This is an optimization exercise on Yosys and OpenROAD, whose aim is small area and a short achievable clock period, not a production implementation.
In this exercise RTL edits were held to simulation tests only and were not proved equivalent to the original.

==> flow/design.v (outline; a module is shown in full before it is edited, if it fits) <==
// module ALU_top: 26 lines
// module FA: 6 lines
// module XNR2: 5 lines
// module OR2: 5 lines
// module XOR2: 5 lines
// module NOR2: 5 lines
// module DN9: 5 lines
// module PPN3: 5 lines
// module HAP: 6 lines
// module BSEL: 5 lines
// module PPN: 5 lines
// module ALU: 2292 lines
module ALU_top (clk, A, B, sel, Cin, Y, Cout, Negative, Zero, Overflow);
  // ...
==> flow/flow/run.sh <==
#!/bin/bash
# Own layout flow: the standard flow (standard.sh) with two changes.
#  1. Synthesis: the standard synthesis script, except that the final ABC
#     technology mapping uses flow/abc_area_map.script (area-oriented "map -a"
#     instead of "map -B 0.9" with buffering/upsizing). Registers, fsm/share
#     skipping, flattening and renaming are those of synth_recipe.tcl.
#  2. Timing repair after CTS and global routing aims for 10 ns of setup slack
#     (SETUP_SLACK_MARGIN); the clock period and constraints are unchanged.
# Each tool's output is in orfs/logs/ and the whole run's in run_standard.log.
set -euo pipefail
here=$(pwd)
cp flow/abc_area_map.script "$here/abc_area_map.script"
{
  echo 'proc abc {args} {'
  echo '  set i [lsearch -exact $args -script]'
  echo "  if {\$i >= 0} { lset args [expr {\$i + 1}] $here/abc_area_map.script }"
  echo '  yosys abc {*}$args'
  echo '}'
  cat synth_recipe.tcl
} > my_synth.tcl
echo "export SETUP_SLACK_MARGIN = 10" >> config.mk
sed "s|SYNTH_SCRIPT=[^ ]*|SYNTH_SCRIPT=$here/my_synth.tcl|" standard.sh > my_standard.sh
grep -q "SYNTH_SCRIPT=$here/my_synth.tcl" my_standard.sh
bash my_standard.sh > run_standard.log 2>&1
==> flow/flow/abc_area_map.script <==
strash
dch
map -a
topo
stime -c
==> flow/standard.sh <==
#!/bin/bash
# synth_recipe.tcl (not shown) runs the flow's synth.tcl, then flattens the netlist and writes it again
# the make line also repeats each setting of config.mk as NAME=value (left out here)
make -C /OpenROAD-flow-scripts/flow DESIGN_CONFIG=/design/flow/config.mk WORK_HOME=/design/flow/orfs CLKGATE_MAP_FILE= SYNTH_SCRIPT=/design/flow/synth_recipe.tcl "${@:-finish}"
==> flow/config.mk <==
export PLATFORM = sky130hd
export DESIGN_NAME = ALU_top
export DESIGN_NICKNAME = ALU_top
export VERILOG_FILES = /design/flow/design.v
export SDC_FILE = /design/flow/constraint.sdc
export NUM_CORES = 4
export LEC_CHECK = 0
export CAP_MARGIN = 20
export CORE_MARGIN = 2
export CORE_UTILIZATION = 50
export SLEW_MARGIN = 20
export SYNTH_HIERARCHICAL = 1
export SETUP_SLACK_MARGIN = 10
==> flow/constraint.sdc <==
create_clock -name core_clock -period 17.0 [get_ports {clk}]
set_input_delay 3.4000 -clock core_clock [delete_from_list [all_inputs] [get_ports {clk}]]
set_output_delay 3.4000 -clock core_clock [all_outputs]
set_load 0.01 [all_outputs]
==> flow_results.xml, run 1 <==
<?xml version="1.0" encoding="UTF-8"?>
<metrics>
  <group name="timing">
    <metric name="fin_crit_sh" unit="%">43.57</metric>
    <metric name="slew-limit-headroom" unit="%">4.079</metric>
  </group>
  <group name="yosys">
    <metric name="netlist_instances" unit="">3201</metric>
    <metric name="synth_top_area_share" unit="%">21.30</metric>
    <metric name="dominant_combinational_cell_family_by_area_after_synthesis" unit="">adder cells</metric>
    <metric name="ys_async_sr_fraction" unit="%">0</metric>
    <metric name="syn_avg_cell_area" unit="µm²">7.693</metric>
    <metric name="yosys.area_share.simple" unit="%">15.11</metric>
    <metric name="synth_edf_count" unit="">0</metric>
    <metric name="netlist_top_cells_area" unit="">fa_1, xor2_1, a22oi_1, dfxtp_1, ha_1</metric>
  </group>
  <group name="layout">
    <metric name="layout_commonest_cell" unit="">xor2_1</metric>
    <metric name="area.share.sequential" unit="%">6.495</metric>
    <metric name="drive_gt1_share" unit="%">25.54</metric>
    <metric name="clk_share" unit="%">0.9230</metric>
    <metric name="flow.area_growth_from_synthesis" unit="%">35.42</metric>
    <metric name="layout.non_clock_inverters" unit="">358</metric>
    <metric name="postLayoutCellArea" unit="µm²">33350</metric>
  </group>
  <group name="worst_setup_path">
    <metric name="timing.critical_path.slowest_cell_delay" unit="ps">430</metric>
    <metric name="timing.critical_path.slowest_stage_cell" unit="">a311oi_4</metric>
    <metric name="crit_type" unit="">reg2reg</metric>
    <metric name="crit_end" unit="">Y[14]</metric>
    <metric name="critPathMostFrequentCell" unit="">nor2_4</metric>
    <metric name="cp.arrival" unit="ps">7660</metric>
  </group>
  <group name="flow_run">
    <metric name="max-cap-violations" unit="">0</metric>
  </group>
  <group name="clock_network">
    <metric name="cts_root_buf" unit="">clkbuf_16</metric>
    <metric name="cts.htree.levels" unit="">3</metric>
    <metric name="clock_sink_count" unit="">105</metric>
    <metric name="numCtsBuffers" unit="">9</metric>
    <metric name="tritoncts" unit="">done</metric>
  </group>
  <group name="route">
    <metric name="iteration_0_drc_markers" unit="">3826</metric>
    <metric name="avgRoutedWirePerCell" unit="µm">28.18</metric>
    <metric name="firstDrtPassIters" unit="">9</metric>
    <metric name="routed_wirelength" unit="µm">121400</metric>
  </group>
  <group name="status">
    <metric name="status" unit="">finished clean</metric>
  </group>
  <group name="die">
    <metric name="overall_die_area" unit="µm²">51040</metric>
  </group>
</metrics>
==> run 2, diff against run 1 <==
--- a/flow/design.v
+++ b/flow/design.v
@@ -390,19 +390,22 @@
   wire greater = eqE ? fc1 : ~bgt;       
   wire [31:0] fadd;
   assign fadd[22:0] = fnorm ? fman[23:1] : fman[22:0];
   assign fadd[30:23] = fnorm ? big_e + 8'd1 : big_e;
   assign fadd[31] = A[31] ^ (dif & ~greater);
   wire ns9 = ~s9;
   wire [23:0] mx = {~s9, A[22:16] & {7{~s9}}, A[15:0]};
   wire [23:0] my = {~s9, B[22:16] & {7{~s9}}, B[15:0]};
-  wire [23:0] xg = {ns9, A[22:16] & {7{ns9}}, A[15:0]};    
+  wire ns9x, ns9y;
+  DN9 udn9x (.sel(sel), .y(ns9x));
+  DN9 udn9y (.sel(sel), .y(ns9y));
+  wire [23:0] xg = {ns9x, A[22:16] & {7{ns9x}}, A[15:0]};    
   wire [23:0] xu = {1'b1, A[22:0]};                       
-  wire [24:0] yv = {ns9, B[22:16] & {7{ns9}}, B[15:0], 1'b0};   
+  wire [24:0] yv = {ns9y, B[22:16] & {7{ns9y}}, B[15:0], 1'b0};   
   wire bo0 = yv[1] ^ yv[0];
   wire bt0 = (yv[2] & ~yv[1] & ~yv[0]) | (~yv[2] & yv[1] & yv[0]);
   wire bn0 = yv[2] & ~(yv[1] & yv[0]);
   wire [24:0] bx0 = {1'b0, xg} ^ {25{bn0}};
   wire q265;
   BSEL uq265 (.o(bo0), .x(bx0[0]), .t(bt0), .xp(bn0), .y(q265));
   wire q266;
   BSEL uq266 (.o(bo0), .x(bx0[1]), .t(bt0), .xp(bx0[0]), .y(q266));
@@ -2337,20 +2340,18 @@
       4'd13: Y = {A[31], A[31:1]};
       4'd14: Y = fadd_s;
       default: Y = fmul_s;
     endcase
   end
   wire shl = (sel == 4'd10) | (sel == 4'd11);
   wire zf = fnorm ? ~(|fman[23:1]) : ~(|fman[22:0]);
   wire zm = prod[47] ? (~(|prod[46:24]) & (esum == 8'hff)) : (~(|prod[45:23]) & (esum == 8'h00));
-  wire [31:0] zq = mp[31:0] ^ {ra[30:0] | rb[30:0], 1'b0};
-  wire zp = ~(|zq);
-  wire za = (A == B);
-  wire zadd = s6 ? ~(|asum) : za;
+  wire zp = ~(|prod[31:0]);
+  wire zadd = ~(|asum);               
   reg zo;
   always @(*) begin
     case (sel)
       4'd0: zo = ~(A[0] & B[0]);
       4'd1: zo = ~(A[0] | B[0]);
       4'd2: zo = A[0];
       4'd3: zo = A[0] | B[0];
       4'd4: zo = ~(A[0] ^ B[0]);
==> flow/flow/run.sh (replaced) <==
#!/bin/bash
# Own layout flow: the standard flow (standard.sh) with three changes.
#  1. Synthesis: the standard synthesis script, except that the final ABC
#     technology mapping uses flow/abc_area_map.script (area-oriented "map -a"
#     instead of "map -B 0.9" with buffering/upsizing). Registers, fsm/share
#     skipping, flattening and renaming are those of synth_recipe.tcl.
#  2. The timing repair after CTS aims for 10 ns of setup slack
#     (SETUP_SLACK_MARGIN); the clock period and constraints are unchanged.
#  3. After global routing only the design (slew/cap) repair and hold repair
#     run: the setup margin there is 0, so no further setup-driven upsizing.
# Each tool's output is in orfs/logs/ and the whole run's in run_*.log here.
set -euo pipefail
here=$(pwd)
cp flow/abc_area_map.script "$here/abc_area_map.script"
{
  echo 'proc abc {args} {'
  echo '  set i [lsearch -exact $args -script]'
  echo "  if {\$i >= 0} { lset args [expr {\$i + 1}] $here/abc_area_map.script }"
  echo '  yosys abc {*}$args'
  echo '}'
  cat synth_recipe.tcl
} > my_synth.tcl
sed "s|SYNTH_SCRIPT=[^ ]*|SYNTH_SCRIPT=$here/my_synth.tcl|" standard.sh > my_standard.sh
grep -q "SYNTH_SCRIPT=$here/my_synth.tcl" my_standard.sh
bash my_standard.sh cts SETUP_SLACK_MARGIN=10 > run_to_cts.log 2>&1
bash my_standard.sh finish SETUP_SLACK_MARGIN=0 > run_finish.log 2>&1
==> flow/config.mk (replaced) <==
export PLATFORM = sky130hd
export DESIGN_NAME = ALU_top
export DESIGN_NICKNAME = ALU_top
export VERILOG_FILES = /design/flow/design.v
export SDC_FILE = /design/flow/constraint.sdc
export NUM_CORES = 4
export LEC_CHECK = 0
export CAP_MARGIN = 40
export CORE_MARGIN = 2
export CORE_UTILIZATION = 55
export SLEW_MARGIN = 40
export SYNTH_HIERARCHICAL = 1
==> flow_results.xml, run 2 <==
<?xml version="1.0" encoding="UTF-8"?>
<metrics>
  <group name="yosys">
    <metric name="ys_seq_elements" unit="">105</metric>
    <metric name="netlist_top_cells_area" unit="">fa_1, xor2_1, a22oi_1, dfxtp_1, ha_1</metric>
    <metric name="netlist_instances" unit="">3104</metric>
    <metric name="netlist_top_cells_count" unit="">xor2_1, clkinv_1, nand2_1</metric>
    <metric name="syn_avg_cell_area" unit="µm²">7.748</metric>
    <metric name="ys_async_sr_fraction" unit="%">0</metric>
    <metric name="yosys.cell_types.count" unit="">44</metric>
    <metric name="synth_top_area_cell" unit="">fa_1</metric>
    <metric name="post_synth_instance_area" unit="µm²">24050</metric>
    <metric name="synth_edf_count" unit="">0</metric>
    <metric name="synth_sequential_area_ratio" unit="%">8.740</metric>
    <metric name="synthesis.yosys.warnings" unit="">8</metric>
    <metric name="synth_top_area_share" unit="%">21.81</metric>
    <metric name="ys_dominant_reg_cell" unit="">dfxtp_1</metric>
    <metric name="yosys.cell_count.top_type" unit="">xor2_1</metric>
  </group>
  <group name="grt">
    <metric name="gr-total-overflow" unit="">0</metric>
    <metric name="wire_length_of_the_first_global_routing_pass" unit="µm">158400</metric>
    <metric name="grt_pass1_vias" unit="">26629</metric>
    <metric name="top_usage_layer" unit="">met2</metric>
    <metric name="grt_max_degree" unit="">42</metric>
    <metric name="use_met1" unit="%">55.93</metric>
    <metric name="global_route.usage.total" unit="%">46.72</metric>
    <metric name="global_route.usage.met3" unit="%">11.28</metric>
    <metric name="met2_track_demand_over_resource" unit="%">71.78</metric>
    <metric name="antenna_violations_before_repair" unit="">2</metric>
  </group>
  <group name="route">
    <metric name="routed_wirelength" unit="µm">105100</metric>
    <metric name="ant_nets" unit="">0</metric>
    <metric name="drt_drc_violations_left" unit="">0</metric>
    <metric name="firstDrtPassIters" unit="">10</metric>
    <metric name="detailroute.via_count" unit="">26581</metric>
    <metric name="vias_per_cell" unit="">6.609</metric>
    <metric name="iteration_0_drc_markers" unit="">3410</metric>
    <metric name="avgRoutedWirePerCell" unit="µm">26.14</metric>
  </group>
  <group name="clock_network">
    <metric name="cts_root_buf" unit="">clkbuf_16</metric>
    <metric name="worst_setup_hold_path_clk_slew" unit="ps">90</metric>
    <metric name="cts_hold_buffers" unit="">0</metric>
    <metric name="numCtsBuffers" unit="">9</metric>
    <metric name="tritoncts" unit="">done</metric>
    <metric name="clk_path_buf_depth" unit="">2</metric>
    <metric name="worstSkewPairLatency" unit="ps">420</metric>
    <metric name="cts.htree.levels" unit="">3</metric>
    <metric name="clock_sink_count" unit="">105</metric>
  </group>
  <group name="worst_setup_path">
    <metric name="worst_r2r_startpoint" unit="">b_q[11]</metric>
    <metric name="timing.critical_path.slowest_cell_delay" unit="ps">610</metric>
    <metric name="cpLargestDelayFamily" unit="">adder cells</metric>
    <metric name="critical_path_depth" unit="">26</metric>
    <metric name="worstPathBufferInverterCount" unit="">5</metric>
    <metric name="startpoint" unit="">b_q[11]</metric>
    <metric name="endpoint_kind" unit="">flip-flop</metric>
    <metric name="crit_type" unit="">reg2reg</metric>
    <metric name="rr_worst_depth" unit="">26</metric>
    <metric name="kind_of_launch_point_of_the_worst_setup_path" unit="">flip-flop</metric>
    <metric name="worst-endpoint-required" unit="ps">17330</metric>
    <metric name="timing.critical_path.slowest_stage_cell" unit="">fa_1</metric>
    <metric name="critPathMostFrequentCell" unit="">fa_1</metric>
    <metric name="path_max_fanout" unit="">25</metric>
    <metric name="cp.arrival" unit="ps">7610</metric>
  </group>
  <group name="timing">
    <metric name="slew-limit-headroom" unit="%">37.92</metric>
    <metric name="hold_violations" unit="">0</metric>
    <metric name="rsz0062_at_grt" unit="">false</metric>
    <metric name="tightestPinTransition" unit="ps">928.6</metric>
    <metric name="setup_viol" unit="">0</metric>
    <metric name="period_minus_slack" unit="ps">7281</metric>
    <metric name="totalNegativeSetupSlack" unit="ps">0</metric>
    <metric name="maximum_achievable_frequency" unit="MHz">137.4</metric>
    <metric name="slew_violations" unit="">0</metric>
    <metric name="worst_clock_skew" unit="ps">22.80</metric>
    <metric name="fin_crit_sh" unit="%">42.83</metric>
  </group>
  <group name="die">
    <metric name="std_cell_rows" unit="">76</metric>
    <metric name="fp.coreArea" unit="µm²">43080</metric>
    <metric name="dieHeight" unit="µm">213.1</metric>
    <metric name="io-pin-count" unit="">106</metric>
    <metric name="dieWidth" unit="µm">213.1</metric>
    <metric name="overall_die_area" unit="µm²">45410</metric>
    <metric name="floorplan.initialDensity" unit="%">55.83</metric>
  </group>
  <group name="layout">
    <metric name="most-common-layout-cells" unit="">xor2_1, a22oi_1, nand2_1</metric>
    <metric name="drive_gt1_share" unit="%">15.43</metric>
    <metric name="fin_cells" unit="">4022</metric>
    <metric name="final_core_util" unit="%">68.76</metric>
    <metric name="leading_registers_by_flop_count" unit="">Y (32), a_q (32), b_q (32)</metric>
    <metric name="layout_commonest_cell" unit="">xor2_1</metric>
    <metric name="fill_cells" unit="">3654</metric>
    <metric name="flow.area_growth_from_synthesis" unit="%">23.15</metric>
    <metric name="nets" unit="">3867</metric>
  </group>
  <group name="place">
    <metric name="placed_cells" unit="">3863</metric>
    <metric name="post_dp_hpwl" unit="µm">78490</metric>
    <metric name="io_buffer_count" unit="">105</metric>
    <metric name="globalplace.congestion" unit="">1.005</metric>
  </group>
  <group name="status">
    <metric name="status" unit="">finished clean</metric>
  </group>
  <group name="flow_run">
    <metric name="max-cap-violations" unit="">0</metric>
  </group>
  <group name="min_path">
    <metric name="launch_point_of_the_worst_hold_path" unit="">a_q[25]</metric>
    <metric name="min_delay_path_depth" unit="">2</metric>
    <metric name="timing.hold.worst.class" unit="">reg2reg</metric>
  </group>
</metrics>
-- run 2: cell types whose count changed in the layout (fill, tap and decap cells not counted), moves of 30 or more --
cell	previous run	this run
o21ai_0	119	178
xnor2_1	41	106
buf_4	228	160
a21oi_2	41	11
-- run 2: final cells by class --
cell class	instances	area [µm²]	share of cell area [%]
Sequential cell	105	2142	7.232
Inverter	333	1404	4.740
Antenna cell	3	7.507	0.02535
Timing Repair Buffer	297	2930	9.894
Multi-Input combinational cell	2682	22090	74.57
Tap cell	585	732.0	2.471
Clock inverter	5	46.29	0.1563
Clock buffer	11	264.0	0.8914
Timing Repair inverter	1	5.005	0.01690
-- run 2: routing by layer --
layer  up-vias  wire length, µm
li1      11464                -
met1     12617            37560
met2      1946            45450
met3       554            12320
met4         0             9795
met5         -                0
-- run 2: modules after synthesis (local to each module, per instance) --
module / cells / copies in the design
OR2: 1 / 33
NOR2: 1 / 47
BSEL: 1 / 300
ALU: 2237 / 1
XOR2: 1 / 52
PPN: 1 / 24
FA: 1 / 253
ALU_top: 105 / 1
XNR2: 1 / 33
HAP: 1 / 12
DN9: 2 / 4
-- run 2: per-stage QoR --
step | hold slack [ps] | worst slack (ps) | instance area, µm²
floorplan | 535.8 | 8807 | 24400
global placement | 630.5 | 7837 | 26690
detailed placement | 640.0 | 7689 | 26900
CTS | 612.1 | 9950 | 29580
global route | 648.8 | 9166 | 29610
finish | 620.2 | 9719 | 29620
-- run 2: timing repair --
action	CTS	global route
setup endpoints to repair	34	0
endpoints found under the hold margin	0	0
setup buffers	118	0
gates resized for setup	319	0
-- run 2: cells by family after synthesis --
kind of cell             Yosys count  share of synthesized area [%]
other                              1                        0.01559
AND/OR/NAND/NOR                  832                          14.42
flip-flops                       105                          8.740
AO/OA/AOI/OAI                    897                          23.59
XOR/XNOR                         564                          20.54
buffers and inverters            333                          5.197
multiplexers                       4                         0.1717
adder cells (fa/ha/maj)          368                          27.32
-- run 2: path summary, 6_finish.rpt --
check,to,slack [ps]
hold / removal,Y[26],620
setup / recovery,Zero,9720
hold reg to reg,Y[26],620
setup reg to reg,Zero,9720
-- run 2: worst min-delay path, stage by stage (launching register included) --
cell and delay, ps:
dfxtp_2 410, a21oi_1 90, o2111ai_1 90

afterwards: timing with drivers on the ports:
In the flow no input, the clock included, has a driving cell. The finished layouts below were timed again as built, in two steps.
Step 1 (the two cells are an assumption about what drives the block):
set clk [get_ports {clk}]
set_driving_cell -lib_cell sky130_fd_sc_hd__clkbuf_16 $clk
set_driving_cell -lib_cell sky130_fd_sc_hd__buf_2 [delete_from_list [all_inputs] $clk]
Step 2 moves the port delays by t, midway between the first and last clock arrival at a register: inputs arrive t later, outputs are due t later. That takes back most of the time a late clock gives input paths.
a / b / c = ideal ports / drivers / drivers and shift; a / b = the first two.
| run | shift t [ns] | setup WS [ns] | worst setup path at the end |
|---|---|---|---|
| run 1 | 0.470 | 9.593 / 9.593 / 9.593 | register to register |
| run 2 | 0.470 | 9.719 / 9.719 / 9.719 | register to register |
After both steps setup and hold are still met in every run listed.
